This design comes from an exercise in tuning for small area on the open sky130 flow, not from production work.
Function was checked by simulation only, so behaviour that the tests miss may differ from the original.
The flow treats the clock pin as an ideal source. Dropping or thinning the clock tree relies on that and would not hold on a real chip.
Power is estimated from default activity; no workload was simulated.

==> flow/design.v (excerpt) <==
module DisplayModule(
    input clk,
    input rst,
    input buttonU,
    input buttonL,
    input buttonR,
    input buttonD,
    input sw0,
    input sw1,
    output [3:0] an,
    output [6:0] sev_seg,
    output dp
    );
    reg p2, m3a, m3b;
    always @(posedge clk) begin
        p2  <= ~(rst | p2);
        m3a <= ~(rst | m3a | m3b);
        m3b <= ~rst & m3a;
    end
    reg [4:0] m23;
    wire m23_ph22 = ((m23 & 5'h16) == 5'h14);
    always @(posedge clk)
        if (rst | m23_ph22) m23 <= 5'h0;
        else m23 <= {~m23[3:0], m23[4] ^ m23[1]};
    reg [9:0] m547;
    wire m547_ph546 = ((m547 & 10'h26e) == 10'h46);
    wire m547_ph2 = ((m547 & 10'h36f) == 10'h2);
    always @(posedge clk)
        if (rst | m547_ph546) m547 <= 10'h0;
        else m547 <= {~m547[8:0], m547[9] ^ m547[2]};
    reg [11:0] m2731;
    wire m2731_ph2730 = ((m2731 & 12'hdbf) == 12'h127);
    always @(posedge clk)
        if (rst | m2731_ph2730) m2731 <= 12'h0;
        else m2731 <= {~m2731[10:0], m2731[11] ^ m2731[0]};
    reg [14:0] sec;
    wire sec_low = (sec[13:0] == 14'h1555);
    wire sec_zero = sec_low & sec[14];
    always @(posedge clk)
        if (rst) sec <= 15'h5555;
        else sec <= {~sec[13:0], sec[14] ^ sec[13] ^ sec_low};
    wire k2mod6 = m3b & ~p2;
    wire e240 = k2mod6 & m23_ph22;
    wire e30  = ~p2 & m547_ph546;
    wire p30  = p2 & m547_ph2;
    wire e2   = k2mod6 & m2731_ph2730;
    wire div0 = sec_zero;
    wire [3:0] b = {buttonU, buttonL, buttonR, buttonD};
    reg [3:0] s0, s1, ed;
    always @(posedge clk) begin
        if (rst) s0 <= 4'b0;
        else if (e30) s0 <= b;
    end
    always @(posedge clk) begin
        if (e30) begin
            s1 <= s0; ed <= s0 & ~s1;
        end
    end
    wire [3:0] pulse = p30 ? ed : 4'b0;
    reg [1:0] swd;
    always @(posedge clk) begin
        if (rst) swd <= 2'b0;
        else swd <= {swd[0], sw0 | sw1};
    end
    wire load = (|pulse) | swd[1];
  ...
Size in the first run: about 20 I/O pins.
clock: 10.0 ns
lec_check: 0
cap_margin: 20
core_margin: 2
core_utilization: 60
slew_margin: 20
standard.sh (not shown) runs the stock make flow with config.mk's settings and CLKGATE_MAP_FILE= SYNTH_SCRIPT=/design/flow/synth_recipe.tcl, a recipe that flattens the netlist after the stock synthesis.
==> flow/flow/run.sh <==
#!/bin/bash
# Own layout flow: the standard flow (standard.sh), with these changes:
#  - the combinational logic is mapped with an area-oriented ABC script
#    (flow/area.script) instead of ORFS's speed script; the flip-flops come
#    from the unchanged standard synthesis steps (dfflibmap runs before abc);
#  - the port buffers are the smallest buffer cell;
#  - the clock is buffered by flow/pre_cts.tcl (a few clock buffers, each
#    driving the flip-flops of one region) in place of TritonCTS.
# Each tool's output goes to a log file in this folder.
set -euo pipefail
W=$(pwd)
# synthesis script: synth_recipe.tcl with abc's -script replaced
{
  head -n 1 synth_recipe.tcl
  echo "proc abc {args} { set i [lsearch \$args -script]; set args [lreplace \$args [expr {\$i+1}] [expr {\$i+1}] $W/flow/area.script]; yosys abc {*}\$args }"
  tail -n +2 synth_recipe.tcl
} > own_synth.tcl
sed -e "s#SYNTH_SCRIPT=[^ ]*#SYNTH_SCRIPT=$W/own_synth.tcl#" \
    -e "s#CLKGATE_MAP_FILE= #CLKGATE_MAP_FILE= 'BUFFER_PORTS_ARGS=-buffer_cell sky130_fd_sc_hd__buf_1' PRE_CTS_TCL=$W/flow/pre_cts.tcl #" \
    standard.sh > own_standard.sh
bash own_standard.sh > flow_make.log 2>&1
==> flow/flow/area.script <==
strash
dch -f
amap -F 5
topo
Other scripts of this flow, unchanged in this note and not shown: flow/flow/pre_cts.tcl
Then changed:
==> flow/flow/area.script (replaced) <==
strash
dch
amap -F 5
topo
CORE_UTILIZATION = 40   (was 60)
=> Final area is higher by 1.2%. Cell count is higher by 7.4%. Fmax is lower by 1.2%. Clock power hardly moves. Via count is higher by 0.43%. Hold slack is worse by 0.0044 ns. Sequential power barely changes. Die area is higher by 47%. Total power is higher by 1.4%.
Then changed:
==> flow/flow/area.script (replaced) <==
strash
dch -f
amap -F 5
topo
Cell area barely changes.
Register-to-register slack improved by 0.52 ns.
Via count is about the same.
Setup slack improved by 0.029 ns.
Die area stays flat.
Combinational power came out lower by a few percent.
Cell count decreases slightly.
No run of this note takes its clock network from TritonCTS; it comes from the design's own scripts or RTL.

==> static timing again, ports no longer ideal <==
In the flow no input, the clock included, has a driving cell. The finished layouts below were timed again as built, in two steps. Step 1, drivers: a clkbuf_16 drives clk and a buf_2 each remaining input, both assumed. Step 2, shift: input delay + t, output delay - t, t = (earliest + latest rising clock arrival at the registers) / 2. This alone moves slack from input paths to output paths. Slacks: ideal ports / drivers / drivers and shift; pairs: ideal ports / drivers.
run | t, ns | setup WS [ns] | worst setup path at the end | slew at the worst register clock pin (ns) | cell pins on the clock port's net
the first run | 0.223 | 5.244 / 5.185 / 5.254 | input to register | 0.11 / 0.11 | 3
the second run | 0.227 | 5.187 / 5.126 / 5.354 | register to output | 0.12 / 0.12 | 3
the third run | 0.221 | 5.216 / 5.159 / 5.175 | input to register | 0.11 / 0.11 | 3
After both steps setup and hold are still met in every run listed. For the third run, which loses most, drivers alone change the setup slack by -0.057 ns; drivers and shift together by -0.041 ns.
